This is an optimization exercise on Yosys and OpenROAD, whose aim is small area, not a production implementation. At most, simulation tests tie the RTL to the original design; equivalence was not proved. Function not checked in run 1: the RTL went through the layout flow alone. No activity file was given, so power comes from the tool's default toggle rates.

[flow/flow/restructure.tcl]
# Area recovery on the combinational logic between registers (registers and
# ports untouched), mapped onto the platform's cells minus its don't-use list.
set rmp_dir $::env(RESULTS_DIR)/rmp
file mkdir $rmp_dir
set rmp_lib $rmp_dir/rmp.lib
exec python3 [file join [file dirname [info script]] filter_lib.py] \
  [lindex $::env(LIB_FILES) 0] $rmp_lib $::env(DONT_USE_CELLS) \
  > $::env(RUN_DIR)/filter_lib.log 2>@1
restructure -target area -liberty_file $rmp_lib \
  -tielo_port sky130_fd_sc_hd__conb_1/LO -tiehi_port sky130_fd_sc_hd__conb_1/HI \
  -work_dir $rmp_dir -abc_logfile $::env(RUN_DIR)/restructure_abc.log
[flow/standard.sh]
#!/bin/bash
# synth_recipe.tcl (not shown) runs the flow's synth.tcl, then flattens the netlist and writes it again
# the make line also repeats each setting of config.mk as NAME=value (left out here)
make -C /OpenROAD-flow-scripts/flow DESIGN_CONFIG=/design/flow/config.mk WORK_HOME=/design/flow/orfs CLKGATE_MAP_FILE= SYNTH_SCRIPT=/design/flow/synth_recipe.tcl "${@:-finish}"
[flow/config.mk]
export PLATFORM = sky130hd
export DESIGN_NAME = top
export DESIGN_NICKNAME = top
export VERILOG_FILES = /design/flow/design.v
export SDC_FILE = /design/flow/constraint.sdc
export NUM_CORES = 4
export LEC_CHECK = 0
export ABC_AREA = 1
export CAP_MARGIN = 20
export CORE_MARGIN = 2
export CORE_UTILIZATION = 40
export CTS_BUF_LIST = sky130_fd_sc_hd__clkbuf_8
export SLEW_MARGIN = 20
[flow/flow/run.sh]
#!/bin/bash
# The standard layout with these changes: the port buffers are the
# smallest buffer cell, clock tree synthesis adds no dummy loads, and after
# floorplanning OpenROAD's restructure re-maps the combinational logic for
# area (flow/restructure.tcl). Logs here: standard.log (make), filter_lib.log,
# restructure_abc.log; ORFS's own logs are under orfs/logs.
set -euo pipefail
export RUN_DIR="$PWD"
export BUFFER_PORTS_ARGS="-buffer_cell sky130_fd_sc_hd__buf_1"
export POST_FLOORPLAN_TCL="$PWD/flow/restructure.tcl"
export CTS_ARGS="-sink_clustering_enable -repair_clock_nets -buf_list sky130_fd_sc_hd__clkbuf_8 -dont_use_dummy_load"
bash standard.sh > standard.log 2>&1
[flow/constraint.sdc]
create_clock -name core_clock -period 20.0 [get_ports {clk}]
set_input_delay 4.0000 -clock core_clock [delete_from_list [all_inputs] [get_ports {clk}]]
set_output_delay 4.0000 -clock core_clock [all_outputs]
set_load 0.01 [all_outputs]
[flow/design.v]
module sdm_dac_1st (
    input  logic        clk,
    input  logic        rst_n,
    input  logic        valid_in,
    input  logic [15:0] din,
    output logic        valid_out,
    output logic        dout
);
    logic [17:0] acc, y, t;
    logic [15:0] u;
    logic [16:0] z;    
    logic        s;
    assign s = acc[17];
    assign u = {~din[15], din[14:0]};
    logic sv;
    assign sv = s & valid_in;
    always_comb begin
        z[0] = ~s & valid_in;
        for (int i = 0; i < 16; i++) begin
            z[i+1] = z[i] & ~u[i];
            y[i]   = (u[i] & valid_in) ^ z[i];
        end
        y[16] = sv | z[16];
        y[17] = sv | z[16];
    end
    dac_sum add (.acc(acc), .y(y), .t(t));
    always_ff @(posedge clk or negedge rst_n) begin
        if (!rst_n) begin
            acc       <= '0;
            valid_out <= 1'b0;
        end else begin
            valid_out <= valid_in;
            acc <= t;
        end
    end
    assign dout = s;
endmodule
module dac_sum (
    input  logic [17:0] acc,
    input  logic [17:0] y,
    output logic [17:0] t
);
  logic d_s1;
  logic d_c1;
  logic d_s2;
  logic d_c2;
  logic d_s3;
  logic d_c3;
  logic d_s4;
  logic d_c4;
  logic d_s5;
  logic d_c5;
  logic d_s6;
  logic d_c6;
  logic d_s7;
  logic d_c7;
  logic d_s8;
  logic d_c8;
  logic d_s9;
  logic d_c9;
  logic d_s10;
  logic d_c10;
  logic d_s11;
  logic d_c11;
  logic d_s12;
  logic d_c12;
  logic d_s13;
  logic d_c13;
  logic d_s14;
  logic d_c14;
  logic d_s15;
  logic d_c15;
  logic d_s16;
  logic d_c16;
  logic d_s17;
  logic d_c17;
  logic d_s18;
  logic d_c18;
  assign d_s1 = acc[0] ^ y[0];
  assign d_c1 = acc[0] & y[0];
  assign t[0] = d_s1;
  assign d_s2 = acc[1] ^ y[1] ^ d_c1;
  assign d_c2 = (acc[1] | y[1]) & (acc[1] | d_c1) & (y[1] | d_c1);
  assign t[1] = d_s2;
  assign d_s3 = acc[2] ^ y[2] ^ d_c2;
  assign d_c3 = (acc[2] | y[2]) & (acc[2] | d_c2) & (y[2] | d_c2);
  assign t[2] = d_s3;
  assign d_s4 = acc[3] ^ y[3] ^ d_c3;
  assign d_c4 = (acc[3] | y[3]) & (acc[3] | d_c3) & (y[3] | d_c3);
  assign t[3] = d_s4;
  assign d_s5 = acc[4] ^ y[4] ^ d_c4;
  assign d_c5 = (acc[4] | y[4]) & (acc[4] | d_c4) & (y[4] | d_c4);
  assign t[4] = d_s5;
  assign d_s6 = acc[5] ^ y[5] ^ d_c5;
  assign d_c6 = (acc[5] | y[5]) & (acc[5] | d_c5) & (y[5] | d_c5);
  assign t[5] = d_s6;
  assign d_s7 = acc[6] ^ y[6] ^ d_c6;
  assign d_c7 = (acc[6] | y[6]) & (acc[6] | d_c6) & (y[6] | d_c6);
  assign t[6] = d_s7;
  assign d_s8 = acc[7] ^ y[7] ^ d_c7;
  assign d_c8 = (acc[7] | y[7]) & (acc[7] | d_c7) & (y[7] | d_c7);
  assign t[7] = d_s8;
  assign d_s9 = acc[8] ^ y[8] ^ d_c8;
  assign d_c9 = (acc[8] | y[8]) & (acc[8] | d_c8) & (y[8] | d_c8);
  assign t[8] = d_s9;
  assign d_s10 = acc[9] ^ y[9] ^ d_c9;
  assign d_c10 = (acc[9] | y[9]) & (acc[9] | d_c9) & (y[9] | d_c9);
  assign t[9] = d_s10;
  assign d_s11 = acc[10] ^ y[10] ^ d_c10;
  assign d_c11 = (acc[10] | y[10]) & (acc[10] | d_c10) & (y[10] | d_c10);
  assign t[10] = d_s11;
  assign d_s12 = acc[11] ^ y[11] ^ d_c11;
  assign d_c12 = (acc[11] | y[11]) & (acc[11] | d_c11) & (y[11] | d_c11);
  assign t[11] = d_s12;
  assign d_s13 = acc[12] ^ y[12] ^ d_c12;
  assign d_c13 = (acc[12] | y[12]) & (acc[12] | d_c12) & (y[12] | d_c12);
  assign t[12] = d_s13;
  assign d_s14 = acc[13] ^ y[13] ^ d_c13;
  assign d_c14 = (acc[13] | y[13]) & (acc[13] | d_c13) & (y[13] | d_c13);
  assign t[13] = d_s14;
  assign d_s15 = acc[14] ^ y[14] ^ d_c14;
  assign d_c15 = (acc[14] | y[14]) & (acc[14] | d_c14) & (y[14] | d_c14);
  assign t[14] = d_s15;
  assign d_s16 = acc[15] ^ y[15] ^ d_c15;
  assign d_c16 = (acc[15] | y[15]) & (acc[15] | d_c15) & (y[15] | d_c15);
  assign t[15] = d_s16;
  assign d_s17 = acc[16] ^ y[16] ^ d_c16;
  assign d_c17 = (acc[16] | y[16]) & (acc[16] | d_c16) & (y[16] | d_c16);
  assign t[16] = d_s17;
  assign d_s18 = acc[17] ^ y[17] ^ d_c17;
  assign d_c18 = (acc[17] | y[17]) & (acc[17] | d_c17) & (y[17] | d_c17);
  assign t[17] = d_s18;
endmodule
module comb_decimator (
    input  logic       clk,
    input  logic       rst_n,
    input  logic       valid_in,
    input  logic       din,
    output logic       take,       
    output logic [4:0] blk         
);
    logic [3:0] cnt, cnt_n;
    logic [4:0] blk_n;
    assign take = valid_in & (cnt == 4'd15);
    inc4 ic (.x(cnt), .ci(1'b1), .y(cnt_n));
    inc5 ib (.x(blk), .ci(din), .y(blk_n));
    always_ff @(posedge clk or negedge rst_n) begin
        if (!rst_n) begin
            cnt <= 4'd0;
            blk <= 5'b11000;   
        end else if (valid_in) begin
            cnt <= cnt_n;
            if (take) blk <= {4'b1100, din};
            else      blk <= blk_n;
        end
    end
endmodule
module inc5 (
    input  logic [4:0] x,
    input  logic ci,
    output logic [4:0] y
);
  logic inc5_s1;
  logic inc5_c1;
  logic inc5_s2;
  logic inc5_c2;
  logic inc5_s3;
  logic inc5_c3;
  logic inc5_s4;
  logic inc5_c4;
  assign inc5_s1 = x[0] ^ ci;
  assign inc5_c1 = x[0] & ci;
  assign y[0] = inc5_s1;
  assign inc5_s2 = x[1] ^ inc5_c1;
  assign inc5_c2 = x[1] & inc5_c1;
  assign y[1] = inc5_s2;
  assign inc5_s3 = x[2] ^ inc5_c2;
  assign inc5_c3 = x[2] & inc5_c2;
  assign y[2] = inc5_s3;
  assign inc5_s4 = x[3] ^ inc5_c3;
  assign inc5_c4 = x[3] & inc5_c3;
  assign y[3] = inc5_s4;
  assign y[4] = (x[4] ^ inc5_c4);
endmodule
module fir_decimator (
    input  logic               clk,
    input  logic               rst_n,
    input  logic               take,
    input  logic [4:0]         blk,
    output logic               valid_out,
    output logic signed [15:0] data_out
);
    logic [4:0]  hold;       
    logic [3:0]  wp;         
    logic        wrapped;    
    logic        v1, v2;     
    logic [3:0]  ph;         
    logic        px, py;     
    logic [1:0]  st;         
    logic        s0;         
    logic        clr;        
    logic [79:0] ring;       
    logic [31:0] acc;
    localparam logic [1:0] IDLE = 2'd0, WAIT = 2'd1, SW1 = 2'd2, SW2 = 2'd3;
    logic [3:0]  n, ph_n, wp_n, kc, k;
    logic        late, run, elig, x_a, y_a, x_b, y_b, use_ring, en, isy, load, f;
    logic [4:0]  o;
    inc4 iph (.x(ph), .ci(1'b1), .y(ph_n));
    inc4 iwp (.x(wp), .ci(1'b1), .y(wp_n));
    assign n    = {wp[3:2], 2'b11};
    assign late = v1 | v2;
    assign run  = st[1];
    sub4 skc (.x(n), .y(ph), .d(kc));
    assign elig = run & (kc != 4'd1) & (kc != 4'd2) & (kc != 4'd3) & (kc != 4'd13);
    assign x_a  = v1 & (wp[1:0] == 2'd3);
    assign y_a  = v2 & (wp[1:0] == 2'd3);
    assign x_b  = px & (ph == wp);
    assign y_b  = py & (ph_n == wp);
    assign use_ring = elig;
    assign isy  = use_ring ? st[0] : (y_a | y_b);
    assign en   = elig | x_a | y_a | x_b | y_b;
    assign k    = use_ring ? kc : {2'b00, ~wp[1:0]};
    assign o    = use_ring ? ring[4:0] : hold;
    assign f    = (use_ring ? (ph == 4'd1) : (wp == 4'd1)) & ~wrapped;
    assign load = clr | (v2 & (wp[1:0] == 2'd0));
    always_ff @(posedge clk or negedge rst_n) begin
        if (!rst_n) begin
            hold    <= '0;
            wp      <= '0;
            wrapped <= 1'b0;
            v1      <= 1'b0;
            v2      <= 1'b0;
            ph      <= '0;
            px      <= 1'b0;
            py      <= 1'b0;
            st      <= IDLE;
            s0      <= 1'b0;
            clr     <= 1'b1;
        end else begin
            ph <= ph_n;
            v1 <= take;
            v2 <= v1;
            if (take) begin
                wp      <= wp_n;
                hold    <= blk;
                if (wp == 4'd15) wrapped <= 1'b1;
            end
            if (ph == 4'd15) clr <= 1'b0;
            if (take)     px <= (wp[1:0] == 2'd0) | (wp[1:0] == 2'd1);
            else if (x_b) px <= 1'b0;
            if (take)     py <= (wp[1:0] == 2'd0) | (wp[1:0] == 2'd1);
            else if (y_b) py <= 1'b0;
            if (v2 & (wp[1:0] == 2'd0)) st <= WAIT;
            else if (ph[2:0] == 3'd7 && (st == WAIT || ph[3] != s0)) begin
                s0 <= ph_n[3];
                st <= (st == WAIT) ? SW1 : (st == SW1) ? SW2 : IDLE;
            end
        end
    end
    always_ff @(posedge clk) begin
        ring[74:0]  <= ring[79:5];
        ring[79:75] <= (clr | (ph == wp)) ? hold : ring[4:0];
    end
    logic [14:0] c;
    logic        cneg;
    always_comb begin
        case (k)
            4'd0, 4'd1, 4'd15: c = (k == 4'd0) ? 15'd119 : 15'd197;
            4'd2, 4'd14:       c = 15'd692;
            4'd4, 4'd12:       c = 15'd2613;
            4'd5, 4'd11:       c = 15'd2855;
            4'd6, 4'd10:       c = 15'd5177;
            4'd7, 4'd9:        c = 15'd18681;
            4'd8:              c = 15'd25580;
            default:           c = 15'd0;
        endcase
        cneg = (k == 4'd0) | (k == 4'd4) | (k == 4'd5) | (k == 4'd11) | (k == 4'd12);
    end
    logic [2:0] d1;
    logic       neg, two, one, neg3, one3, enx, e_neg;
    assign d1  = o[4:2] + {2'b00, o[1]};
    assign neg = en & ((isy ? o[1] : d1[2]) ^ cneg);
    assign two = en & (isy ? (o[1] & ~o[0]) : ((d1 == 3'd2) | (d1 == 3'b110)));
    assign one = en & (isy ? o[0] : d1[0]);
    assign enx = en & ~isy;
    always_comb begin
        if (f) begin
            one3  = enx & ~o[4];
            e_neg = 1'b1;
        end else begin
            one3  = enx & ((~o[4] & (o != 5'd0)) | (o == 5'b11000));
            e_neg = ~o[4];
        end
    end
    assign neg3 = one3 & (e_neg ^ cneg);
    logic [15:0] m, t;
    logic [16:0] ap;
    logic [14:0] m3, t3;
    logic [15:0] a3;
    logic [18:0] pp;         
    assign m  = two ? {c, 1'b0} : one ? {1'b0, c} : 16'd0;
    assign t  = m ^ {16{neg}};
    assign ap = {en & ~neg, t};
    assign pp = isy ? {2'b00, ap} : {ap, a3[13:12]};
    assign m3 = one3 ? c : 15'd0;
    assign t3 = m3 ^ {15{neg3}};
    assign a3 = {enx & ~neg3, t3};
    logic [31:0] sum, kload;
    fir_sum add (.acc(acc), .a3({a3[15:14], 2'b00, a3[11:0]}), .pp(pp), .neg12(neg & isy), .neg14(neg & ~isy),
                 .neg3(neg3), .sum(sum));
    localparam logic [31:0] KSTEP  = 32'h40000000 + 32'h10000000 + 32'h00008000;
    localparam logic [31:0] KBASE  = 32'd0 - 32'd15 * KSTEP;
    localparam logic [31:0] KFIRST = 32'd0 - 32'd3 * KSTEP + 32'd692 * 2048;
    assign kload = clr ? KFIRST :
                   KBASE + (wrapped ? 32'd0 : (wp[3] ^ wp[2]) ? 32'd5177 * 2048 : 32'd692 * 2048);
    always_ff @(posedge clk) begin
        if (load) acc[15:0] <= kload[15:0];
        else      acc[15:0] <= sum[15:0];
    end
    always_ff @(posedge clk or negedge rst_n) begin
        if (!rst_n)    acc[31:16] <= '0;
        else if (load) acc[31:16] <= kload[31:16];
        else           acc[31:16] <= sum[31:16];
    end
    assign valid_out = late ? (wp[1:0] == 2'd0) : (wp[1:0] == 2'd3);
    assign data_out  = acc[31:16];
endmodule
module fir_sum (
    input  logic [31:0] acc,
    input  logic [15:0] a3,
    input  logic [18:0] pp,
    input  logic neg12,
    input  logic neg14,
    input  logic neg3,
    output logic [31:0] sum
);
  logic e_s1;
  logic e_c1;
  logic e_s2;
  logic e_c2;
  logic e_s3;
  logic e_c3;
  logic e_s4;
  logic e_c4;
  logic e_s5;
  logic e_c5;
  logic e_s6;
  logic e_c6;
  logic e_s7;
  logic e_c7;
  logic e_s8;
  logic e_c8;
  logic e_s9;
  logic e_c9;
  logic e_s10;
  logic e_c10;
  logic e_s11;
  logic e_c11;
  logic e_s12;
  logic e_c12;
  logic e_s13;
  logic e_c13;
  logic e_s14;
  logic e_c14;
  logic e_s15;
  logic e_c15;
  logic e_s16;
  logic e_c16;
  logic e_s17;
  logic e_c17;
  logic e_s18;
  logic e_c18;
  logic e_s19;
  logic e_c19;
  logic e_s20;
  logic e_c20;
  logic e_s21;
  logic e_c21;
  logic e_s22;
  logic e_c22;
  logic e_s23;
  logic e_c23;
  logic e_s24;
  logic e_c24;
  logic e_s25;
  logic e_c25;
  logic e_s26;
  logic e_c26;
  logic e_s27;
  logic e_c27;
  logic e_s28;
  logic e_c28;
  logic e_s29;
  logic e_c29;
  logic e_s30;
  logic e_c30;
  logic e_s31;
  logic e_c31;
  logic e_s32;
  logic e_c32;
  logic e_s33;
  logic e_c33;
  logic e_s34;
  logic e_c34;
  logic e_s35;
  logic e_c35;
  logic e_s36;
  logic e_c36;
  logic e_s37;
  logic e_c37;
  logic e_s38;
  logic e_c38;
  logic e_s39;
  logic e_c39;
  logic e_s40;
  logic e_c40;
  logic e_s41;
  logic e_c41;
  logic e_s42;
  logic e_c42;
  logic e_s43;
  logic e_c43;
  logic e_s44;
  logic e_c44;
  logic e_s45;
  logic e_c45;
  logic e_s46;
  logic e_c46;
  logic e_s47;
  logic e_c47;
  logic e_s48;
  logic e_c48;
  logic e_s49;
  logic e_c49;
  logic e_s50;
  logic e_c50;
  logic e_s51;
  logic e_c51;
  logic e_s52;
  logic e_c52;
  logic e_s53;
  logic e_c53;
  assign e_s1 = acc[0] ^ a3[0] ^ neg3;
  assign e_c1 = (acc[0] | a3[0]) & (acc[0] | neg3) & (a3[0] | neg3);
  assign sum[0] = e_s1;
  assign e_s2 = acc[1] ^ a3[1] ^ e_c1;
  assign e_c2 = (acc[1] | a3[1]) & (acc[1] | e_c1) & (a3[1] | e_c1);
  assign sum[1] = e_s2;
  assign e_s3 = acc[2] ^ a3[2] ^ e_c2;
  assign e_c3 = (acc[2] | a3[2]) & (acc[2] | e_c2) & (a3[2] | e_c2);
  assign sum[2] = e_s3;
  assign e_s4 = acc[3] ^ a3[3] ^ e_c3;
  assign e_c4 = (acc[3] | a3[3]) & (acc[3] | e_c3) & (a3[3] | e_c3);
  assign sum[3] = e_s4;
  assign e_s5 = acc[4] ^ a3[4] ^ e_c4;
  assign e_c5 = (acc[4] | a3[4]) & (acc[4] | e_c4) & (a3[4] | e_c4);
  assign sum[4] = e_s5;
  assign e_s6 = acc[5] ^ a3[5] ^ e_c5;
  assign e_c6 = (acc[5] | a3[5]) & (acc[5] | e_c5) & (a3[5] | e_c5);
  assign sum[5] = e_s6;
  assign e_s7 = acc[6] ^ a3[6] ^ e_c6;
  assign e_c7 = (acc[6] | a3[6]) & (acc[6] | e_c6) & (a3[6] | e_c6);
  assign sum[6] = e_s7;
  assign e_s8 = acc[7] ^ a3[7] ^ e_c7;
  assign e_c8 = (acc[7] | a3[7]) & (acc[7] | e_c7) & (a3[7] | e_c7);
  assign sum[7] = e_s8;
  assign e_s9 = acc[8] ^ a3[8] ^ e_c8;
  assign e_c9 = (acc[8] | a3[8]) & (acc[8] | e_c8) & (a3[8] | e_c8);
  assign sum[8] = e_s9;
  assign e_s10 = acc[9] ^ a3[9] ^ e_c9;
  assign e_c10 = (acc[9] | a3[9]) & (acc[9] | e_c9) & (a3[9] | e_c9);
  assign sum[9] = e_s10;
  assign e_s11 = acc[10] ^ a3[10] ^ e_c10;
  assign e_c11 = (acc[10] | a3[10]) & (acc[10] | e_c10) & (a3[10] | e_c10);
  assign sum[10] = e_s11;
  assign e_s12 = acc[11] ^ a3[11] ^ e_c11;
  assign e_c12 = (acc[11] | a3[11]) & (acc[11] | e_c11) & (a3[11] | e_c11);
  assign sum[11] = e_s12;
  assign e_s13 = acc[12] ^ pp[0] ^ neg12;
  assign e_c13 = (acc[12] | pp[0]) & (acc[12] | neg12) & (pp[0] | neg12);
  assign e_s14 = e_c12 ^ e_s13;
  assign e_c14 = e_c12 & e_s13;
  assign sum[12] = e_s14;
  assign e_s15 = acc[13] ^ pp[1] ^ e_c13;
  assign e_c15 = (acc[13] | pp[1]) & (acc[13] | e_c13) & (pp[1] | e_c13);
  assign e_s16 = e_c14 ^ e_s15;
  assign e_c16 = e_c14 & e_s15;
  assign sum[13] = e_s16;
  assign e_s17 = acc[14] ^ a3[14] ^ pp[2];
  assign e_c17 = (acc[14] | a3[14]) & (acc[14] | pp[2]) & (a3[14] | pp[2]);
  assign e_s18 = neg14 ^ e_c15 ^ e_c16;
  assign e_c18 = (neg14 | e_c15) & (neg14 | e_c16) & (e_c15 | e_c16);
  assign e_s19 = e_s17 ^ e_s18;
  assign e_c19 = e_s17 & e_s18;
  assign sum[14] = e_s19;
  assign e_s20 = acc[15] ^ a3[15] ^ pp[3];
  assign e_c20 = (acc[15] | a3[15]) & (acc[15] | pp[3]) & (a3[15] | pp[3]);
  assign e_s21 = e_c17 ^ e_c18 ^ e_c19;
  assign e_c21 = (e_c17 | e_c18) & (e_c17 | e_c19) & (e_c18 | e_c19);
  assign e_s22 = e_s20 ^ e_s21;
  assign e_c22 = e_s20 & e_s21;
  assign sum[15] = e_s22;
  assign e_s23 = acc[16] ^ pp[4] ^ e_c20;
  assign e_c23 = (acc[16] | pp[4]) & (acc[16] | e_c20) & (pp[4] | e_c20);
  assign e_s24 = e_c21 ^ e_c22 ^ e_s23;
  assign e_c24 = (e_c21 | e_c22) & (e_c21 | e_s23) & (e_c22 | e_s23);
  assign sum[16] = e_s24;
  assign e_s25 = acc[17] ^ pp[5] ^ e_c23;
  assign e_c25 = (acc[17] | pp[5]) & (acc[17] | e_c23) & (pp[5] | e_c23);
  assign e_s26 = e_c24 ^ e_s25;
  assign e_c26 = e_c24 & e_s25;
  assign sum[17] = e_s26;
  assign e_s27 = acc[18] ^ pp[6] ^ e_c25;
  assign e_c27 = (acc[18] | pp[6]) & (acc[18] | e_c25) & (pp[6] | e_c25);
  assign e_s28 = e_c26 ^ e_s27;
  assign e_c28 = e_c26 & e_s27;
  assign sum[18] = e_s28;
  assign e_s29 = acc[19] ^ pp[7] ^ e_c27;
  assign e_c29 = (acc[19] | pp[7]) & (acc[19] | e_c27) & (pp[7] | e_c27);
  assign e_s30 = e_c28 ^ e_s29;
  assign e_c30 = e_c28 & e_s29;
  assign sum[19] = e_s30;
  assign e_s31 = acc[20] ^ pp[8] ^ e_c29;
  assign e_c31 = (acc[20] | pp[8]) & (acc[20] | e_c29) & (pp[8] | e_c29);
  assign e_s32 = e_c30 ^ e_s31;
  assign e_c32 = e_c30 & e_s31;
  assign sum[20] = e_s32;
  assign e_s33 = acc[21] ^ pp[9] ^ e_c31;
  assign e_c33 = (acc[21] | pp[9]) & (acc[21] | e_c31) & (pp[9] | e_c31);
  assign e_s34 = e_c32 ^ e_s33;
  assign e_c34 = e_c32 & e_s33;
  assign sum[21] = e_s34;
  assign e_s35 = acc[22] ^ pp[10] ^ e_c33;
  assign e_c35 = (acc[22] | pp[10]) & (acc[22] | e_c33) & (pp[10] | e_c33);
  assign e_s36 = e_c34 ^ e_s35;
  assign e_c36 = e_c34 & e_s35;
  assign sum[22] = e_s36;
  assign e_s37 = acc[23] ^ pp[11] ^ e_c35;
  assign e_c37 = (acc[23] | pp[11]) & (acc[23] | e_c35) & (pp[11] | e_c35);
  assign e_s38 = e_c36 ^ e_s37;
  assign e_c38 = e_c36 & e_s37;
  assign sum[23] = e_s38;
  assign e_s39 = acc[24] ^ pp[12] ^ e_c37;
  assign e_c39 = (acc[24] | pp[12]) & (acc[24] | e_c37) & (pp[12] | e_c37);
  assign e_s40 = e_c38 ^ e_s39;
  assign e_c40 = e_c38 & e_s39;
  assign sum[24] = e_s40;
  assign e_s41 = acc[25] ^ pp[13] ^ e_c39;
  assign e_c41 = (acc[25] | pp[13]) & (acc[25] | e_c39) & (pp[13] | e_c39);
  assign e_s42 = e_c40 ^ e_s41;
  assign e_c42 = e_c40 & e_s41;
  assign sum[25] = e_s42;
  assign e_s43 = acc[26] ^ pp[14] ^ e_c41;
  assign e_c43 = (acc[26] | pp[14]) & (acc[26] | e_c41) & (pp[14] | e_c41);
  assign e_s44 = e_c42 ^ e_s43;
  assign e_c44 = e_c42 & e_s43;
  assign sum[26] = e_s44;
  assign e_s45 = acc[27] ^ pp[15] ^ e_c43;
  assign e_c45 = (acc[27] | pp[15]) & (acc[27] | e_c43) & (pp[15] | e_c43);
  assign e_s46 = e_c44 ^ e_s45;
  assign e_c46 = e_c44 & e_s45;
  assign sum[27] = e_s46;
  assign e_s47 = acc[28] ^ pp[16] ^ e_c45;
  assign e_c47 = (acc[28] | pp[16]) & (acc[28] | e_c45) & (pp[16] | e_c45);
  assign e_s48 = e_c46 ^ e_s47;
  assign e_c48 = e_c46 & e_s47;
  assign sum[28] = e_s48;
  assign e_s49 = acc[29] ^ pp[17] ^ e_c47;
  assign e_c49 = (acc[29] | pp[17]) & (acc[29] | e_c47) & (pp[17] | e_c47);
  assign e_s50 = e_c48 ^ e_s49;
  assign e_c50 = e_c48 & e_s49;
  assign sum[29] = e_s50;
  assign e_s51 = acc[30] ^ pp[18] ^ e_c49;
  assign e_c51 = (acc[30] | pp[18]) & (acc[30] | e_c49) & (pp[18] | e_c49);
  assign e_s52 = e_c50 ^ e_s51;
  assign e_c52 = e_c50 & e_s51;
  assign sum[30] = e_s52;
  assign e_s53 = acc[31] ^ e_c51 ^ e_c52;
  assign e_c53 = (acc[31] | e_c51) & (acc[31] | e_c52) & (e_c51 | e_c52);
  assign sum[31] = e_s53;
endmodule
module inc4 (
    input  logic [3:0] x,
    input  logic ci,
    output logic [3:0] y
);
  logic inc4_s1;
  logic inc4_c1;
  logic inc4_s2;
  logic inc4_c2;
  logic inc4_s3;
  logic inc4_c3;
  assign inc4_s1 = x[0] ^ ci;
  assign inc4_c1 = x[0] & ci;
  assign y[0] = inc4_s1;
  assign inc4_s2 = x[1] ^ inc4_c1;
  assign inc4_c2 = x[1] & inc4_c1;
  assign y[1] = inc4_s2;
  assign inc4_s3 = x[2] ^ inc4_c2;
  assign inc4_c3 = x[2] & inc4_c2;
  assign y[2] = inc4_s3;
  assign y[3] = (x[3] ^ inc4_c3);
endmodule
module sub4 (
    input  logic [3:0] x,
    input  logic [3:0] y,
    output logic [3:0] d
);
  logic sb_s1;
  logic sb_c1;
  logic sb_s2;
  logic sb_c2;
  logic sb_s3;
  logic sb_c3;
  logic sb_s4;
  logic sb_c4;
  assign sb_s1 = x[0] ^ ~y[0] ^ 1'b1;
  assign sb_c1 = (x[0] | ~y[0]) & (x[0] | 1'b1) & (~y[0] | 1'b1);
  assign d[0] = sb_s1;
  assign sb_s2 = x[1] ^ ~y[1] ^ sb_c1;
  assign sb_c2 = (x[1] | ~y[1]) & (x[1] | sb_c1) & (~y[1] | sb_c1);
  assign d[1] = sb_s2;
  assign sb_s3 = x[2] ^ ~y[2] ^ sb_c2;
  assign sb_c3 = (x[2] | ~y[2]) & (x[2] | sb_c2) & (~y[2] | sb_c2);
  assign d[2] = sb_s3;
  assign sb_s4 = x[3] ^ ~y[3] ^ sb_c3;
  assign sb_c4 = (x[3] | ~y[3]) & (x[3] | sb_c3) & (~y[3] | sb_c3);
  assign d[3] = sb_s4;
endmodule
module sdm_adc_art (
    input  logic               clk,
    input  logic               rst_n,
    input  logic               valid_in,
    input  logic               din,
    output logic               valid_out,
    output logic signed [15:0] dout
);
    logic       take;
    logic [4:0] blk;
    comb_decimator inst1 (
        .clk(clk), .rst_n(rst_n), .valid_in(valid_in), .din(din),
        .take(take), .blk(blk)
    );
    fir_decimator inst2 (
        .clk(clk), .rst_n(rst_n), .take(take), .blk(blk),
        .valid_out(valid_out), .data_out(dout)
    );
endmodule
module top (
    input  logic              		clk,
    input  logic              		rst_n,
    input  logic              		valid_in_dac,    
    input  logic signed [15 : 0]    audio_in,        
    input  logic              		valid_in_adc,    
    input  logic              		sdm_in,          
    output logic              		valid_out_dac,
    output logic              		sdm_out,
    output logic              		valid_out_adc,
    output logic signed [15 : 0]    audio_out
);
  logic valid_out_dac_int;
  logic sdm_out_int;
  logic valid_out_adc_int;
  logic signed [15 : 0] audio_out_int;
  sdm_dac_1st dac_1st_order (
      .clk       (clk),
      .rst_n     (rst_n),
      .valid_in  (valid_in_dac),
      .din       (audio_in),
      .valid_out (valid_out_dac_int),
      .dout      (sdm_out_int)
  );
  assign valid_out_dac = valid_out_dac_int;
  assign sdm_out       = sdm_out_int;
  assign valid_out_adc = valid_out_adc_int;
  assign audio_out     = audio_out_int;
  sdm_adc_art adc_art (
      .clk       (clk),
      .rst_n     (rst_n),
      .valid_in  (valid_in_adc),
      .din       (sdm_in),
      .valid_out (valid_out_adc_int),
      .dout      (audio_out_int)
  );
endmodule
[flow/flow/filter_lib.py]
"""Write a copy of the platform's liberty without the cells the platform marks
don't-use, for the logic restructuring step (which reads a liberty file itself)."""
import sys, re
src, dst = sys.argv[1], sys.argv[2]
dont = set(sys.argv[3].split())
text = open(src).read()
out, i, dropped = [], 0, 0


pos = 0
pat = re.compile(r'\n(\s*)cell\s*\(\s*"?(\w+)"?\s*\)\s*\{')
while True:
    m = pat.search(text, pos)
    if not m:
        out.append(text[pos:])
        break
    # find the end of this cell group by brace counting
    depth, j = 1, m.end()
    while depth:
        c = text[j]
        if c == '{':
            depth += 1
        elif c == '}':
            depth -= 1
        j += 1
    if m.group(2) in dont:
        out.append(text[pos:m.start()])
        dropped += 1
    else:
        out.append(text[pos:j])
    pos = j
open(dst, 'w').write(''.join(out))
print(f"dropped {dropped} cells")
==> summary.txt, run 1 <==
* Synth Flop Type: dfxtp_1
* Hold Worst Slack at 0.303 ns
* Cell Area, Synth at roughly 8400 um^2
* CTS tree: done
* Commonest non-fill, non-tap cell in the layout: nor2_1
* P_leak at roughly 3.0 nW
* Tmin final at 13.70 ns
* Clock Skew at ~0.036 ns
* # hold bufs at CTS at 0
* Detail Placement HPWL at about 11000 um
* Most frequent cells in the layout: 133 x nor2_1, 113 x o21ai_0, 96 x dfxtp_1
* Synthesized instance count at about 950
* Hold-critical path depth at 0
* Grt ovf at 0
* Reg area at between 3000 and 4000 um^2
* Starting density of the core at just over 40%
* CP peak stage delay at approximately 0.54 ns
* Post-Syn Nets at about 1100
* HP Class: flip-flop to flip-flop
* Combinational power share at about 60%
* Initial detailed-routing violation count at between 400 and 500
* Synth cell types at 39
* WL/cell at between 10 and 15 um
* Seq/Total Area, Yosys at ~43%
* Layout filler cell count at 2070
* Post-Syn Area per Cell at approximately 8.8 um^2
* Die ar. at between 20000 and 25000 um^2
* Core footprint at between 20000 and 25000 um^2
* Critical Path RT at 20.32 ns
* Critical path type: flip-flop to flip-flop
* Sw frac at 45.8%
* Layout cell share with drive strength beyond 1 at slightly below 3%
* Relative slew slack at between 30 and 40%
* GRT Overall Usage at between 10% and 20%
* Row count at 52
* Sw Pwr at about 0.76 mW
* # clock sinks at 162
* Clock latency (worst-skew pair) at 0.45 ns
* Power Dens Cells at a little over 200 nW/um^2
* Final Hold Fails at 0
* Initial antenna violation count at 0
* Via count at approximately 6000
* Total power at between 1.5 and 2 mW
* First-pass GRT wire length at around 26000 um
* Vert. Die Dim at around 150 um
* CTS max path bufs at 2
* Via density at 5.00
* Proportion of power drawn by flip-flops and latches at 30.7%
* Cts bufs inserted at 17
* Measured slew at the worst slew-check pin at a little over 0.9 ns
* Port Buffers at 39
* CP Launch Type: flip-flop
* Tcrit/Tclk final at about two thirds
* Die Wd at around 150 um
* Router iterations before antenna repair at 5
* H-tree depth at 4
* Cells resized by post-CTS repair at 0
* Clock Power Share at between 10% and 20%
* Int Pwr at 0.895 mW
* FMAX at between 70 and 80 MHz
* Remaining DRCs at 0
* Multi-input logic area at around 3300 um^2
* Critical Path AT at roughly 14 ns
* RSZ-0062 raised after global routing: no
* Post-CTS Repair Setup Buffers at 0
* EDFF count, synth at 0
* Slowest-stage cell, CP: a22oi_1
* Antenna Nets Post-Route at 0
* Largest fanout on the critical path at 13
* Largest net degree at the start of global routing at 67
* Reg2reg setup slack at about 6.3 ns
* Seq cells post-synth at 162
* Run status: finished clean
* Post-layout nets at around 950
* R2R depth at 65
* RePlAce Congestion at 0.853
* Yosys warnings at 3
* Max Cap Viol at 0
* IO Pins at 40
* Max-slew violation count at 0
* Root Buffer Master: clkbuf_8
* Ant. Diodes at 0
* Vias in the first global route at between 5000 and 6000
* Total negative setup slack at 0 ns
* Crit path top cell by count: nor2_1
* Setup Viol. Count Final at 0
* Asr flop ratio synth at 40.7%
* Area growth from synthesis to layout at -4.87%
* VDD IR max at 0.0691 mV
* Routed wire length at about 15000 um
* Clock Pin Slew Worst Setup and Hold Paths at roughly 0.08 ns
* Crit end category: flip-flop
## flip-flops by register name, summed over array words and instances, names as in the netlist, 2 cells and up
signal,flops
adc_art.inst2.st,2
adc_art.inst2.ph,4
dac_1st_order.acc,18
adc_art.inst2.acc,32
adc_art.inst2.wp,4
adc_art.inst1.blk,5
adc_art.inst2.hold,5
adc_art.inst1.cnt,4
adc_art.inst2.ring,80
## logic make-up after synthesis
family / count (synthesis) / synth area share (%)
and+or+nand+nor: 426 / 23.2
muxes: 1 / 0.135
adders and majority gates: 89 / 17.7
AOI/OAI and AO/OA: 68 / 4.18
DFF: 162 / 42.8
buffers and inverters: 182 / 9.80
xor gates and xnor gates: 20 / 2.10
## layout make-up
type,instances,share of cell area (%)
flip-flops and latches,162,45.0
multi-input cells,609,41.1
inverters,90,4.25
well taps,270,4.25
clock buffers,17,2.94
repair buffers,45,2.43
## per-layer routing
metal	track usage, %	up-vias	wire, um
met3	3.74	16	675
li1	-	3191	-
met5	0	-	0
met1	20.7	2638	7710
met2	22.1	118	6320
met4	4.24	0	223
## per-stage QoR
| step | setup WS, ns | cells | cell area [um^2] | utilization [%] |
|---|---|---|---|---|
| after floorplan | 8.81 | 948 | 8350 | - |
| after global placement | 7.02 | 1176 | 7710 | 37.9 |
| after detailed placement | 6.53 | 1176 | 7710 | 37.9 |
| after CTS | 6.46 | 1193 | 7950 | 39.0 |
| after global routing | 4.40 | 1193 | 7950 | 39.0 |
| final | 6.30 | 1193 | 7950 | 39.0 |
## power groups by stage
stage / clock [mW] / sequential [mW] / combinational (mW)
after detailed placement: 0 / 0.514 / 0.967
after global placement: 0 / 0.513 / 0.958
after CTS: 0.181 / 0.509 / 0.970
after global routing: 0.193 / 0.523 / 1.13
after floorplan: 0 / 0.479 / 0.329
final: 0.173 / 0.508 / 0.971
## worst max-delay path, delay by kind of cell, from the launching register on
family                 cells  cell delay, ns
AO/OA/AOI/OAI             25            5.73
XOR/XNOR                   1            0.26
buffers and inverters      7            1.48
flip-flops                 1            0.44
AND/OR/NAND/NOR           32            5.67
## cells in the mapped netlist (3+ instances only)
| library cell | number | share of area [%] |
|---|---|---|
| ha_1 | 40 | 6.0 |
| buf_6 | 5 | 0.67 |
| nand2_4 | 4 | 0.54 |
| xor2_1 | 15 | 1.6 |
| inv_1 | 137 | 6.2 |
| o21ai_0 | 44 | 2.6 |
| clkbuf_1 | 6 | 0.27 |
| nand2_2 | 13 | 0.97 |
| xnor2_1 | 5 | 0.52 |
| dfxtp_1 | 96 | 23 |
| nand3_1 | 81 | 4.9 |
| nand3_2 | 5 | 0.60 |
| a21oi_1 | 15 | 0.90 |
| fa_1 | 49 | 12 |
| buf_4 | 18 | 1.6 |
| o21ai_1 | 5 | 0.30 |
| nand4_1 | 11 | 0.82 |
| nor3_1 | 3 | 0.18 |
| dfrtp_1 | 63 | 19 |
| nand3_4 | 4 | 0.84 |
| inv_2 | 8 | 0.36 |
| nor2_1 | 67 | 3.0 |
| dfstp_2 | 3 | 0.94 |
| nor2_2 | 6 | 0.45 |
| nand2_1 | 224 | 10 |
| buf_2 | 6 | 0.36 |
## worst paths after layout
path / from / to
setup reg to reg: adc_art.inst2.ph[3]$_DFF_PN0_ / adc_art.inst2.acc[30]$_DFF_PN0_
hold reg to reg: adc_art.inst2.ring[42]$_DFF_P_ / adc_art.inst2.ring[37]$_DFF_P_
setup / recovery: adc_art.inst2.ph[3]$_DFF_PN0_ / adc_art.inst2.acc[30]$_DFF_PN0_
hold / removal: adc_art.inst2.ring[42]$_DFF_P_ / adc_art.inst2.ring[37]$_DFF_P_
max in group asynchronous: rst_n / adc_art.inst2.wrapped$_DFFE_PN0P_
min in group asynchronous: rst_n / dac_1st_order.acc[10]$_DFF_PN0_
==> run 2, diff against run 1 <==
--- a/flow/design.v
+++ b/flow/design.v
@@ -142,13 +142,13 @@
     logic [3:0] cnt, cnt_n;
     logic [4:0] blk_n;
     assign take = valid_in & (cnt == 4'd15);
-    inc4 ic (.x(cnt), .ci(1'b1), .y(cnt_n));
-    inc5 ib (.x(blk), .ci(din), .y(blk_n));
+    inc4 ic (.x(cnt), .ci(valid_in), .y(cnt_n));
+    inc5 ib (.x(blk), .ci(din & valid_in), .y(blk_n));
     always_ff @(posedge clk or negedge rst_n) begin
         if (!rst_n) begin
             cnt <= 4'd0;
             blk <= 5'b11000;   
-        end else if (valid_in) begin
+        end else begin
             cnt <= cnt_n;
             if (take) blk <= {4'b1100, din};
             else      blk <= blk_n;
@@ -206,7 +206,7 @@
     logic        late, run, elig, x_a, y_a, x_b, y_b, use_ring, en, isy, load, f;
     logic [4:0]  o;
     inc4 iph (.x(ph), .ci(1'b1), .y(ph_n));
-    inc4 iwp (.x(wp), .ci(1'b1), .y(wp_n));
+    inc4 iwp (.x(wp), .ci(take), .y(wp_n));
     assign n    = {wp[3:2], 2'b11};
     assign late = v1 | v2;
     assign run  = st[1];
@@ -240,8 +240,8 @@
             ph <= ph_n;
             v1 <= take;
             v2 <= v1;
+            wp <= wp_n;
             if (take) begin
-                wp      <= wp_n;
                 hold    <= blk;
                 if (wp == 4'd15) wrapped <= 1'b1;
             end
--- a/flow/flow/run.sh
+++ b/flow/flow/run.sh
@@ -2,8 +2,9 @@
 # The standard layout with these changes: the port buffers are the
 # smallest buffer cell, clock tree synthesis adds no dummy loads, and after
 # floorplanning OpenROAD's restructure re-maps the combinational logic for
-# area (flow/restructure.tcl). Logs here: standard.log (make), filter_lib.log,
-# restructure_abc.log; ORFS's own logs are under orfs/logs.
+# area (flow/restructure.tcl). Logs here: standard.log (make's output) and
+# filter_lib.log; OpenROAD's output, restructure's included, is in ORFS's own
+# logs under orfs/logs.
 set -euo pipefail
 export RUN_DIR="$PWD"
 export BUFFER_PORTS_ARGS="-buffer_cell sky130_fd_sc_hd__buf_1"
--- a/flow/flow/filter_lib.py
+++ b/flow/flow/filter_lib.py
@@ -4,9 +4,7 @@
 src, dst = sys.argv[1], sys.argv[2]
 dont = set(sys.argv[3].split())
 text = open(src).read()
-out, i, dropped = [], 0, 0
-
-
+out, dropped = [], 0
 pos = 0
 pat = re.compile(r'\n(\s*)cell\s*\(\s*"?(\w+)"?\s*\)\s*\{')
 while True:
--- a/flow/config.mk
+++ b/flow/config.mk
@@ -8,6 +8,6 @@
 export ABC_AREA = 1
 export CAP_MARGIN = 20
 export CORE_MARGIN = 2
-export CORE_UTILIZATION = 40
+export CORE_UTILIZATION = 60
 export CTS_BUF_LIST = sky130_fd_sc_hd__clkbuf_8
 export SLEW_MARGIN = 20
==> run 2 against run 1 <==
Still clean. Setup slack got worse by 0.14 ns. Hold slack improved by 0.0065 ns. Register-to-register slack got worse by 0.14 ns. Via count rose by 3.6%. First-iteration DRC count fell by 5.7%. Routed wire length rose by 2.5%. Largest cell class unchanged. Largest power group unchanged.
==> summary.txt, run 2 <==
* Run status: finished clean
* Starting density of the core at 61.9% (+21 points)
* FMAX at 72.3 MHz (-1.0%)
* GRT Overall Usage at 21.7% (+7.1 points)
* Post-CTS Repair Setup Buffers at 0 (unchanged)
* Cell Area, Synth at 8230 um^2 (-1.5%)
* EDFF count, synth at 0 (unchanged)
* CTS tree: done
* CTS max path bufs at 2 (unchanged)
* IO Pins at 40 (unchanged)
* Synth cell types at 38 (-2.6%)
* Cells resized by post-CTS repair at 0 (unchanged)
* Vias in the first global route at 5367 (-0.30%)
* Critical Path RT at 20.31 ns (about the same)
* Most instantiated library cell after synthesis: nand2_1
* Most frequent cells in the layout: 135 x nor2_1, 119 x o21ai_0, 96 x dfxtp_1
* Hold_sp: adc_art.inst2.ring[69]$_DFF_P_
* Root Buffer Master: clkbuf_8
* Final Hold Fails at 0 (unchanged)
* Critical path type: flip-flop to flip-flop
* Die Wd at 121 um (-18%)
* Initial detailed-routing violation count at 396 (-5.7%)
* P_leak at 2.96 nW (-0.52%)
* Most instantiated cells after synthesis: 219 x nand2_1, 142 x inv_1, 96 x dfxtp_1
* Clock Pin Slew Worst Setup and Hold Paths at 0.07 ns (about the same)
* Hold-critical path depth at 0 (unchanged)
* RSZ-0062 raised after global routing: no
* Clock Skew at 0.0393 ns (+0.00305 ns)
* Layout cell share with drive strength beyond 1 at 2.70% (-0.23 points)
* Crit end category: flip-flop
* Critical Path AT at 14.15 ns (+0.13 ns)
* Vert. Die Dim at 121 um (-18%)
* Relative slew slack at 39.3% (+1.4 points)
* Reg2reg setup slack at 6.16 ns (-0.14 ns)
* Antenna Nets Post-Route at 0 (unchanged)
* Largest fanout on the critical path at 23 (+10)
* Die ar. at 14700 um^2 (-33%)
* Slowest-stage cell, CP: a31oi_1
* Max-slew violation count at 0 (unchanged)
* Post-Syn Area per Cell at 8.84 um^2 (+0.32%)
* CP peak stage delay at 0.71 ns (+0.17 ns)
* Largest register FFs at 80 (unchanged)
* Clock latency (worst-skew pair) at 0.44 ns (about the same)
* H-tree depth at 4 (unchanged)
* Synth area leader: dfxtp_1
* Synth area leaders: dfxtp_1 23%, dfrtp_1 19%, fa_1 12%
* Commonest non-fill, non-tap cell in the layout: nor2_1
* HP Class: flip-flop to flip-flop
* Initial antenna violation count at 0 (unchanged)
* Crit path top cell by count: nor2_1
* Met2 Usage GRT at 33.9% (+12 points)
* # clock sinks at 162 (unchanged)
* GR peak layer: met2
* Share of the synthesized area in the top cell type at 23.4% (+0.35 points)
* Tmin final at 13.84 ns (+0.143 ns)
* Fin util at 58.9% (+20 points)
* VDD IR max at 0.0856 mV (+24%)
* Detail Placement HPWL at 11500 um (+3.9%)
* Largest net degree at the start of global routing at 67 (unchanged)
* Tcrit/Tclk final at 69.2% (+0.71 points)
* Router iterations before antenna repair at 6 (+1)
* Asr flop ratio synth at 40.7% (unchanged)
* Synthesized instance count at 931 (-1.8%)
* Row count at 42 (-19%)
* Hold path endpoint: adc_art.inst2.ring[64]$_DFF_P_
* WL/cell at 13.9 um (+11%)
* Largest registers: adc_art.inst2.ring x80, adc_art.inst2.acc x32, dac_1st_order.acc x18
* Seq/Total Area, Yosys at 43.5% (+0.64 points)
* Cts bufs inserted at 17 (unchanged)
* Post-layout nets at 949 (+0.32%)
* Met3 Resource Use GR at 5.31% (+1.6 points)
* First-pass GRT wire length at 25100 um (-3.3%)
* Grt ovf at 0 (unchanged)
* Power Dens Cells at 187 nW/um^2 (-10%)
* Area growth from synthesis to layout at -4.81% (about the same)
* Via count at 6175 (+3.6%)
* RePlAce Congestion at 0.840 (-1.6%)
* Routing usage on met1 at 29.1% (+8.5 points)
* Synth Flop Type: dfxtp_1
* Core footprint at 13300 um^2 (-35%)
* CP Launch Type: flip-flop
* Ant. Diodes at 0 (unchanged)
* Layout filler cell count at 1194 (-42%)
* Total power at 1.46 mW (-11%)
* Total negative setup slack at 0 ns (unchanged)
* Post-Syn Nets at 1041 (-1.6%)
* Yosys warnings at 3 (unchanged)
* Setup Viol. Count Final at 0 (unchanged)
* # hold bufs at CTS at 0 (unchanged)
* Worst flop-to-flop path endpoint: adc_art.inst2.acc[30]$_DFF_PN0_
* Largest Register: adc_art.inst2.ring
* R2R depth at 62 (-4.6%)
* Remaining DRCs at 0 (unchanged)
* Worst r2r src: adc_art.inst2.ph[3]$_DFF_PN0_
* Seq cells post-synth at 162 (unchanged)
* Measured slew at the worst slew-check pin at 0.906 ns (-0.0260 ns)
* Max Cap Viol at 0 (unchanged)
* Via density at 5.60 (+12%)
* Port Buffers at 39 (unchanged)
* Routed wire length at 15300 um (+2.5%)
run 2: where the power goes:
group | leakage, nW | internal (mW) | switching, mW
sequential | 1.58 | 0.443 | 0.0617
combinational | 1.26 | 0.303 | 0.488
clock | 0.122 | 0.0749 | 0.0948
total | 2.96 | 0.820 | 0.645
run 2: logic make-up after synthesis:
logic type	count (synthesis)	synth area share (%)
flops	162	43.5
compound gates	61	3.88
fa+ha+maj	89	18.0
buf+inv	179	9.49
simple gates	420	23.0
xor+xnor	20	2.13
run 2: layout make-up:
type	instances	area [um^2]	area share (%)
Clock buffer	17	234	2.99
Inverter	92	345	4.41
Multi-Input combinational cell	612	3280	41.9
Sequential cell	162	3580	45.7
Tap cell	176	220	2.81
Timing Repair Buffer	43	178	2.27
run 2: worst max-delay path by stage:
stage,cells after the start,slack (ns),to,from
final,62,6.16,adc_art.inst2.acc[30]$_DFF_PN0_,adc_art.inst2.ph[3]$_DFF_PN0_
after global routing,62,4.27,adc_art.inst2.acc[30]$_DFF_PN0_,adc_art.inst2.ph[3]$_DFF_PN0_
after CTS,62,6.39,adc_art.inst2.acc[30]$_DFF_PN0_,adc_art.inst2.ph[3]$_DFF_PN0_
after detailed placement,62,6.44,adc_art.inst2.acc[30]$_DFF_PN0_,adc_art.inst2.ph[3]$_DFF_PN0_
after global placement,62,7.21,adc_art.inst2.acc[30]$_DFF_PN0_,adc_art.inst2.ph[3]$_DFF_PN0_
after floorplan,57,8.86,adc_art.inst2.acc[30]$_DFF_PN0_,adc_art.inst2.wp[2]$_DFF_PN0_
run 2: stage by stage:
stage	area [um^2]	std cells	setup WS (ns)	hold WS, ns
after floorplan	8230	931	8.86	0.310
after global placement	7600	1085	7.21	0.310
after detailed placement	7600	1085	6.44	0.312
after CTS	7830	1102	6.39	0.312
after global routing	7830	1102	4.27	0.319
final	7830	1102	6.16	0.309
run 2: layer usage:
metal,vias up,share of wire (%)
met1,2809,47
met4,0,2.3
met2,148,46
met5,-,0
li1,3188,-
met3,30,4.3
run 2: worst max-delay path: cells and delay by family, from the launching register on:
family,cells,cell delay [ns]
xor gates and xnor gates,1,0.24
AOI/OAI and AO/OA,25,5.58
and+or+nand+nor,30,5.77
DFF,1,0.42
buffers and inverters,6,1.70
==> run 3, diff against run 2 <==
--- a/flow/config.mk
+++ b/flow/config.mk
@@ -8,6 +8,7 @@
 export ABC_AREA = 1
 export CAP_MARGIN = 20
 export CORE_MARGIN = 2
-export CORE_UTILIZATION = 60
+export CORE_UTILIZATION = 40
 export CTS_BUF_LIST = sky130_fd_sc_hd__clkbuf_8
+export PLACE_DENSITY = 0.75
 export SLEW_MARGIN = 20
==> run 3 against run 2 <==
Clock power about the same. Via count down 2.3%. Setup slack better by 0.16 ns. Power down 0.54%. Synthesized area unchanged. Hold slack better by 0.010 ns. Global-route usage down 7.2 points. Core utilization down 20 points. Critical path depth unchanged. Routed wire length down 3.3%. Synthesized cell count unchanged.
==> summary.txt, run 3 <==
* Ant. Diodes at 0 (unchanged)
* Post-layout nets at 949 (unchanged)
* Largest registers: adc_art.inst2.ring x80, adc_art.inst2.acc x32, dac_1st_order.acc x18
* HP Class: flip-flop to flip-flop
* VDD IR max at 0.0622 mV (-27%)
* Crit end category: flip-flop
* Hold Worst Slack at 0.319 ns (+0.0102 ns)
* CP peak stage delay at 0.71 ns (about the same)
* Layout filler cell count at 1986 (+66%)
* Worst flop-to-flop path endpoint: adc_art.inst2.acc[30]$_DFF_PN0_
* Cell family with most CP delay: simple AND/OR/NAND/NOR gates
* Most instantiated cells after synthesis: 219 x nand2_1, 142 x inv_1, 96 x dfxtp_1
* Final Hold Fails at 0 (unchanged)
* Cells resized by post-CTS repair at 0 (unchanged)
* Initial antenna violation count at 0 (unchanged)
* Die ar. at 21700 um^2 (+48%)
* Post-CTS Repair Setup Buffers at 0 (unchanged)
* Antenna Nets Post-Route at 0 (unchanged)
* GRT Overall Usage at 14.5% (-7.2 points)
* Grt ovf at 0 (unchanged)
* Synth cell types at 38 (unchanged)
* Commonest non-fill, non-tap cell in the layout: nor2_1
* RePlAce Congestion at 0.946 (+13%)
* H-tree depth at 4 (unchanged)
* Worst r2r src: adc_art.inst2.ph[3]$_DFF_PN0_
* Critical Path AT at 14.00 ns (-0.15 ns)
* Tcrit/Tclk final at 68.4% (-0.79 points)
* Clock Pin Slew Worst Setup and Hold Paths at 0.08 ns (about the same)
* WL/cell at 12.4 um (-11%)
* Via count at 6034 (-2.3%)
* Place WS at 6.62 ns (+0.177 ns)
* Crit path top cell by count: nor2_1
* Max-slew violation count at 0 (unchanged)
* Critical path type: flip-flop to flip-flop
* Hold path endpoint: adc_art.inst2.ring[9]$_DFF_P_
* Run status: finished clean
* Vias in the first global route at 5571 (+3.8%)
* Via density at 5.05 (-10%)
* FMAX at 73.1 MHz (+1.2%)
* Clock latency (worst-skew pair) at 0.45 ns (about the same)
* Tmin final at 13.68 ns (-0.159 ns)
* Largest net degree at the start of global routing at 67 (unchanged)
* Layout cell share with drive strength beyond 1 at 2.70% (unchanged)
* Starting density of the core at 40.7% (-21 points)
* IO Pins at 40 (unchanged)
* Vert. Die Dim at 147 um (+22%)
* Router iterations before antenna repair at 5 (-1)
* Remaining DRCs at 0 (unchanged)
* Share of the synthesized area in the top cell type at 23.4% (unchanged)
* EDFF count, synth at 0 (unchanged)
* Row count at 52 (+24%)
* Cell Area, Synth at 8230 um^2 (unchanged)
* Post-Syn Nets at 1041 (unchanged)
* Most instantiated library cell after synthesis: nand2_1
* Largest Register: adc_art.inst2.ring
* Measured slew at the worst slew-check pin at 1.03 ns (+0.120 ns)
* Synth Flop Type: dfxtp_1
* Detail Placement HPWL at 11000 um (-5.0%)
* Seq/Total Area, Yosys at 43.5% (unchanged)
* Initial detailed-routing violation count at 426 (+7.6%)
* Clock Skew at 0.0285 ns (-0.0107 ns)
* CP Launch Type: flip-flop
* Relative slew slack at 31.6% (-7.8 points)
* Core footprint at 20200 um^2 (+52%)
* R2R depth at 62 (unchanged)
* Root Buffer Master: clkbuf_8
* Largest register FFs at 80 (unchanged)
* Reg2reg setup slack at 6.32 ns (+0.16 ns)
* Worst setup startpoint: adc_art.inst2.ph[3]$_DFF_PN0_
* GR peak layer: met2
* Total negative setup slack at 0 ns (unchanged)
* Critical Path RT at 20.32 ns (about the same)
* Die Wd at 147 um (+22%)
* # clock sinks at 162 (unchanged)
* # hold bufs at CTS at 0 (unchanged)
* Yosys warnings at 3 (unchanged)
* Met2 Usage GRT at 23.6% (-10 points)
* Synthesized instance count at 931 (unchanged)
* Routing usage on met1 at 18.5% (-11 points)
* Area growth from synthesis to layout at -3.38%
* Post-Syn Area per Cell at 8.84 um^2 (unchanged)
* CTS tree: done
* First-pass GRT wire length at 25500 um (+1.6%)
* Hold-critical path depth at 0 (unchanged)
* Most frequent cells in the layout: 135 x nor2_1, 119 x o21ai_0, 96 x dfxtp_1
* Met3 Resource Use GR at 3.24% (-2.1 points)
* Seq cells post-synth at 162 (unchanged)
* Max Cap Viol at 0 (unchanged)
* Slowest-stage cell, CP: a31oi_1
* Routed wire length at 14800 um (-3.3%)
* Cts bufs inserted at 17 (unchanged)
* RSZ-0062 raised after global routing: no
* CTS max path bufs at 2 (unchanged)
* Buf/Inv on CP at 6 (unchanged)
* P_leak at 2.96 nW (about the same)
* Power Dens Cells at 183 nW/um^2 (-2.0%)
* Port Buffers at 39 (unchanged)
* Synth area leaders: dfxtp_1 23%, dfrtp_1 19%, fa_1 12%
* PnR worst setup slack at 6.32 ns (+0.159 ns)
* Largest fanout on the critical path at 23 (unchanged)
* Synth area leader: dfxtp_1
* Asr flop ratio synth at 40.7% (unchanged)
* Hold_sp: adc_art.inst2.ring[14]$_DFF_P_
* Setup Viol. Count Final at 0 (unchanged)
## run 3: cell counts after synthesis
Identical to the previous run, type by type.
## run 3: logic make-up after synthesis
| family | share of synthesized area [%] |
|---|---|
| flip-flops | 43.5 |
| buffers and inverters | 9.49 |
| AND/OR/NAND/NOR | 23.0 |
| XOR/XNOR | 2.13 |
| adder cells (fa/ha/maj) | 18.0 |
| AO/OA/AOI/OAI | 3.88 |
## run 3: stage by stage
stage               utilization, %  std cells  area (um^2)  total power, mW
floorplan                        -        931         8230            0.962
global placement              38.1       1179         7720             1.26
detailed placement            38.1       1179         7720             1.28
CTS                           39.3       1196         7950             1.46
global route                  39.3       1196         7950             1.61
finish                        39.3       1196         7950             1.46
## run 3: final cells by class
cell class	count	area (um^2)	share of cell area, %
Timing Repair Buffer	43	178	2.23
Sequential cell	162	3580	45.0
Inverter	92	345	4.34
Tap cell	270	338	4.25
Multi-Input combinational cell	612	3280	41.2
Clock buffer	17	234	2.94
## run 3: report_power, final
part           internal [mW]  switching, mW
clock network         0.0750         0.0985
registers              0.442         0.0594
logic                  0.301          0.481
## run 3: per-layer routing
layer | wire [um] | vias to the layer above
li1 | - | 3212
met1 | 7090 | 2672
met2 | 6780 | 122
met3 | 539 | 28
met4 | 387 | 0
met5 | 0 | -
## run 3: worst max-delay path by stage
stage,endpoint,slack [ns],cells past startpoint
2_1_floorplan,adc_art.inst2.acc[30]$_DFF_PN0_,8.86,57
5_1_grt,adc_art.inst2.acc[30]$_DFF_PN0_,4.59,62
3_3_place_gp,adc_art.inst2.acc[30]$_DFF_PN0_,7.18,62
3_5_place_dp,adc_art.inst2.acc[30]$_DFF_PN0_,6.62,62
4_1_cts,adc_art.inst2.acc[30]$_DFF_PN0_,6.52,62
6_report,adc_art.inst2.acc[30]$_DFF_PN0_,6.32,62
## run 3: worst reg2reg max path: cells and delay by family (launching register included)
family,cells,cell delay [ns]
AOI/OAI and AO/OA,25,5.44
and+or+nand+nor,30,5.69
buffers and inverters,6,1.76
DFF,1,0.42
xor gates and xnor gates,1,0.24
==> run 4, diff against run 3 <==
--- a/flow/config.mk
+++ b/flow/config.mk
@@ -10,5 +10,4 @@
 export CORE_MARGIN = 2
 export CORE_UTILIZATION = 40
 export CTS_BUF_LIST = sky130_fd_sc_hd__clkbuf_8
-export PLACE_DENSITY = 0.75
 export SLEW_MARGIN = 20
==> run 4 against run 3 <==
Flip-flop and latch count unchanged. Power about the same. Critical endpoint unchanged. Setup slack got worse by 0.042 ns. Clock power about the same. Fmax decreased by 0.31%. Core utilization unchanged. Die area unchanged. Synthesized cell count unchanged. Via count decreased by 0.27%. Global-route usage decreased by 0.27 points. Combinational power about the same. Non-clock buffer count unchanged.
==> summary.txt, run 4 <==
* Run status: finished clean
* Buf/Inv on CP at 6 (unchanged)
* Initial antenna violation count at 0 (unchanged)
* Post-Syn Area per Cell at 8.84 um^2 (unchanged)
* Via density at 5.03 (-0.27%)
* Int Pwr at 0.818 mW (about the same)
* WL/cell at 12.5 um (+0.78%)
* Crit path top cell by count: nor2_1
* Critical path type: flip-flop to flip-flop
* Tcrit/Tclk final at 68.6% (+0.21 points)
* Synth cell types at 38 (unchanged)
* Seq cells post-synth at 162 (unchanged)
* Relative slew slack at 32.7% (+1.2 points)
* Final Hold Fails at 0 (unchanged)
* Commonest non-fill, non-tap cell in the layout: nor2_1
* Cell Area, Synth at 8230 um^2 (unchanged)
* # hold bufs at CTS at 0 (unchanged)
* Most frequent cells in the layout: 135 x nor2_1, 119 x o21ai_0, 96 x dfxtp_1
* Clock Power Share at 11.8% (about the same)
* EDFF count, synth at 0 (unchanged)
* Vert. Die Dim at 147 um (unchanged)
* VDD IR max at 0.0607 mV (-2.4%)
* Ant. Diodes at 0 (unchanged)
* Largest registers: adc_art.inst2.ring x80, adc_art.inst2.acc x32, dac_1st_order.acc x18
* Fin cells at 1196 (unchanged)
* Antenna Nets Post-Route at 0 (unchanged)
* Cts bufs inserted at 17 (unchanged)
* Critical Path RT at 20.33 ns (about the same)
* Initial detailed-routing violation count at 427 (+0.23%)
* Slowest-stage cell, CP: a31oi_1
* Post-route cell area at 7950 um^2 (unchanged)
* Power Dens Cells at 183 nW/um^2 (about the same)
* Core footprint at 20200 um^2 (unchanged)
* Seq/Total Area, Yosys at 43.5% (unchanged)
* CP Launch Type: flip-flop
* Total negative setup slack at 0 ns (unchanged)
* Total power at 1.46 mW (about the same)
* Max Cap Viol at 0 (unchanged)
* Die ar. at 21700 um^2 (unchanged)
* Setup Viol. Count Final at 0 (unchanged)
* Router iterations before antenna repair at 5 (unchanged)
* P_leak at 2.96 nW (unchanged)
* Tmin final at 13.72 ns (+0.0420 ns)
* Synth Flop Type: dfxtp_1
* Die Wd at 147 um (unchanged)
* Dpl cells at 1179 (unchanged)
* H-tree depth at 4 (unchanged)
* Total placed instance area at 7720 um^2 (unchanged)
* Combinational power share at 53.7% (about the same)
* Root Buffer Master: clkbuf_8
* Port Buffers at 39 (unchanged)
* Clock Pin Slew Worst Setup and Hold Paths at 0.07 ns (about the same)
* Grt ovf at 0 (unchanged)
* Routed wire length at 14900 um (+0.78%)
* GRT Overall Usage at 14.2% (-0.27 points)
* Layout filler cell count at 2035 (+2.5%)
* FMAX at 72.9 MHz (-0.31%)
* HP Class: flip-flop to flip-flop
* Cells resized by post-CTS repair at 0 (unchanged)
* Largest net degree at the start of global routing at 67 (unchanged)
* Detail Placement HPWL at 11000 um (+0.66%)
* # clock sinks at 162 (unchanged)
* First-pass GRT wire length at 25000 um (-1.9%)
* Crit end category: flip-flop
* Area growth from synthesis to layout at -3.38% (unchanged)
* Via count at 6018 (-0.27%)
* CTS tree: done
* Clock Skew at 0.0352 ns (+0.00662 ns)
* Largest register FFs at 80 (unchanged)
* Post-layout nets at 949 (unchanged)
* RePlAce Congestion at 0.809 (-14%)
* Max-slew violation count at 0 (unchanged)
* Most instantiated cells after synthesis: 219 x nand2_1, 142 x inv_1, 96 x dfxtp_1
* Synth area leader: dfxtp_1
* Remaining DRCs at 0 (unchanged)
* Post-CTS Repair Setup Buffers at 0 (unchanged)
* Vias in the first global route at 5202 (-6.6%)
* CTS max path bufs at 2 (unchanged)
* Yosys warnings at 3 (unchanged)
* Row count at 52 (unchanged)
* Fin util at 39.3% (unchanged)
* Starting density of the core at 40.7% (unchanged)
* CP peak stage delay at 0.72 ns (about the same)
* Sw Pwr at 0.639 mW (about the same)
* Post-Syn Nets at 1041 (unchanged)
* Proportion of power drawn by flip-flops and latches at 34.5% (about the same)
* Critical Path AT at 14.05 ns (+0.05 ns)
* Most instantiated library cell after synthesis: nand2_1
* RSZ-0062 raised after global routing: no
* Layout cell share with drive strength beyond 1 at 2.70% (unchanged)
* IO Pins at 40 (unchanged)
* Share of the synthesized area in the top cell type at 23.4% (unchanged)
* Measured slew at the worst slew-check pin at 1.01 ns (-0.0176 ns)
* Asr flop ratio synth at 40.7% (unchanged)
* Synth area leaders: dfxtp_1 23%, dfrtp_1 19%, fa_1 12%
* Cell family with most CP delay: simple AND/OR/NAND/NOR gates
* Largest Register: adc_art.inst2.ring
* Clock latency (worst-skew pair) at 0.45 ns (about the same)
* Sw frac at 43.8% (about the same)
* Synthesized instance count at 931 (unchanged)
* Largest fanout on the critical path at 23 (unchanged)
## run 4: cell counts in the layout (fill, tap and decap cells not counted)
Identical to the previous run, type by type.
## run 4: through the flow
step                      setup slack (ns)  hold WS (ns)
after floorplan                       8.86         0.310
after global placement                7.01         0.310
after detailed placement              6.56         0.312
after CTS                             6.48         0.310
after global routing                  4.62         0.313
final                                 6.28         0.307
## run 4: power groups by stage
stage	Combinational, mW	Sequential (mW)	Clock [mW]
CTS	0.776	0.503	0.181
global placement	0.764	0.508	0
finish	0.783	0.502	0.172
floorplan	0.498	0.465	0
detailed placement	0.773	0.508	0
global route	0.892	0.517	0.193
## run 4: cell type report
type / count / area [um^2] / share of cell area [%]
multi-input cells: 612 / 3280 / 41.2
repair buffers: 43 / 178 / 2.23
clock buffers: 17 / 234 / 2.94
inverters: 92 / 345 / 4.34
well taps: 270 / 338 / 4.25
flip-flops and latches: 162 / 3580 / 45.0
## run 4: cells by family (layout without fill, tap and decap cells)
family | after synthesis | in the layout | share of synthesized area, %
DFF | 162 | 162 | 43.5
AOI/OAI and AO/OA | 61 | 337 | 3.88
and+or+nand+nor | 420 | 258 | 23.0
adders and majority gates | 89 | 0 | 18.0
buffers and inverters | 179 | 152 | 9.49
xor gates and xnor gates | 20 | 17 | 2.13
## run 4: final timing paths
path / to / slack (ns) / startpoint / depth (start not counted)
setup / recovery: adc_art.inst2.acc[30]$_DFF_PN0_ / 6.28 / adc_art.inst2.ph[3]$_DFF_PN0_ / 62
hold / removal: adc_art.inst2.ring[22]$_DFF_P_ / 0.31 / adc_art.inst2.ring[27]$_DFF_P_ / 0
setup reg to reg: adc_art.inst2.acc[30]$_DFF_PN0_ / 6.28 / adc_art.inst2.ph[3]$_DFF_PN0_ / 62
hold reg to reg: adc_art.inst2.ring[22]$_DFF_P_ / 0.31 / adc_art.inst2.ring[27]$_DFF_P_ / 0
max in group asynchronous: adc_art.inst2.wrapped$_DFFE_PN0P_ / 15.68 / rst_n / 2
min in group asynchronous: dac_1st_order.acc[10]$_DFF_PN0_ / 3.75 / rst_n / 2
## run 4: metal layers
layer,vias up,share of wire (%),global-route usage [%]
met5,-,0,0
met4,0,1.2,4.28
met3,17,5.1,3.70
met2,128,44,21.4
met1,2665,50,20.2
li1,3208,-,-

-- port drivers added, routing unchanged --
The flow's constraints put no driver on any port. The routed layouts listed below were extracted and timed again, unchanged, in two steps. Step 1 (the two cells are an assumption about what drives the block):
set clk [get_ports {clk}]
set_driving_cell -lib_cell sky130_fd_sc_hd__clkbuf_16 $clk
set_driving_cell -lib_cell sky130_fd_sc_hd__buf_2 [delete_from_list [all_inputs] $clk]
Step 2 moves the port delays by t, midway between the first and last clock arrival at a register: inputs arrive t later, outputs are due t later. That takes back most of the time a late clock gives input paths. a / b / c = ideal ports / drivers / drivers and shift; a / b = the first two.
| run | t (ns) | slack for setup (ns) | worst setup path after step 2 | cell pins on the clock port's net |
|---|---|---|---|---|
| run 1 | 0.466 | 6.303 / 6.303 / 6.303 | register to register | 1 |
| run 2 | 0.463 | 6.160 / 6.160 / 6.160 | register to register | 1 |
| run 3 | 0.473 | 6.319 / 6.319 / 6.319 | register to register | 1 |
| run 4 | 0.467 | 6.277 / 6.277 / 6.277 | register to register | 1 |
After both steps setup and hold are still met in every run listed.
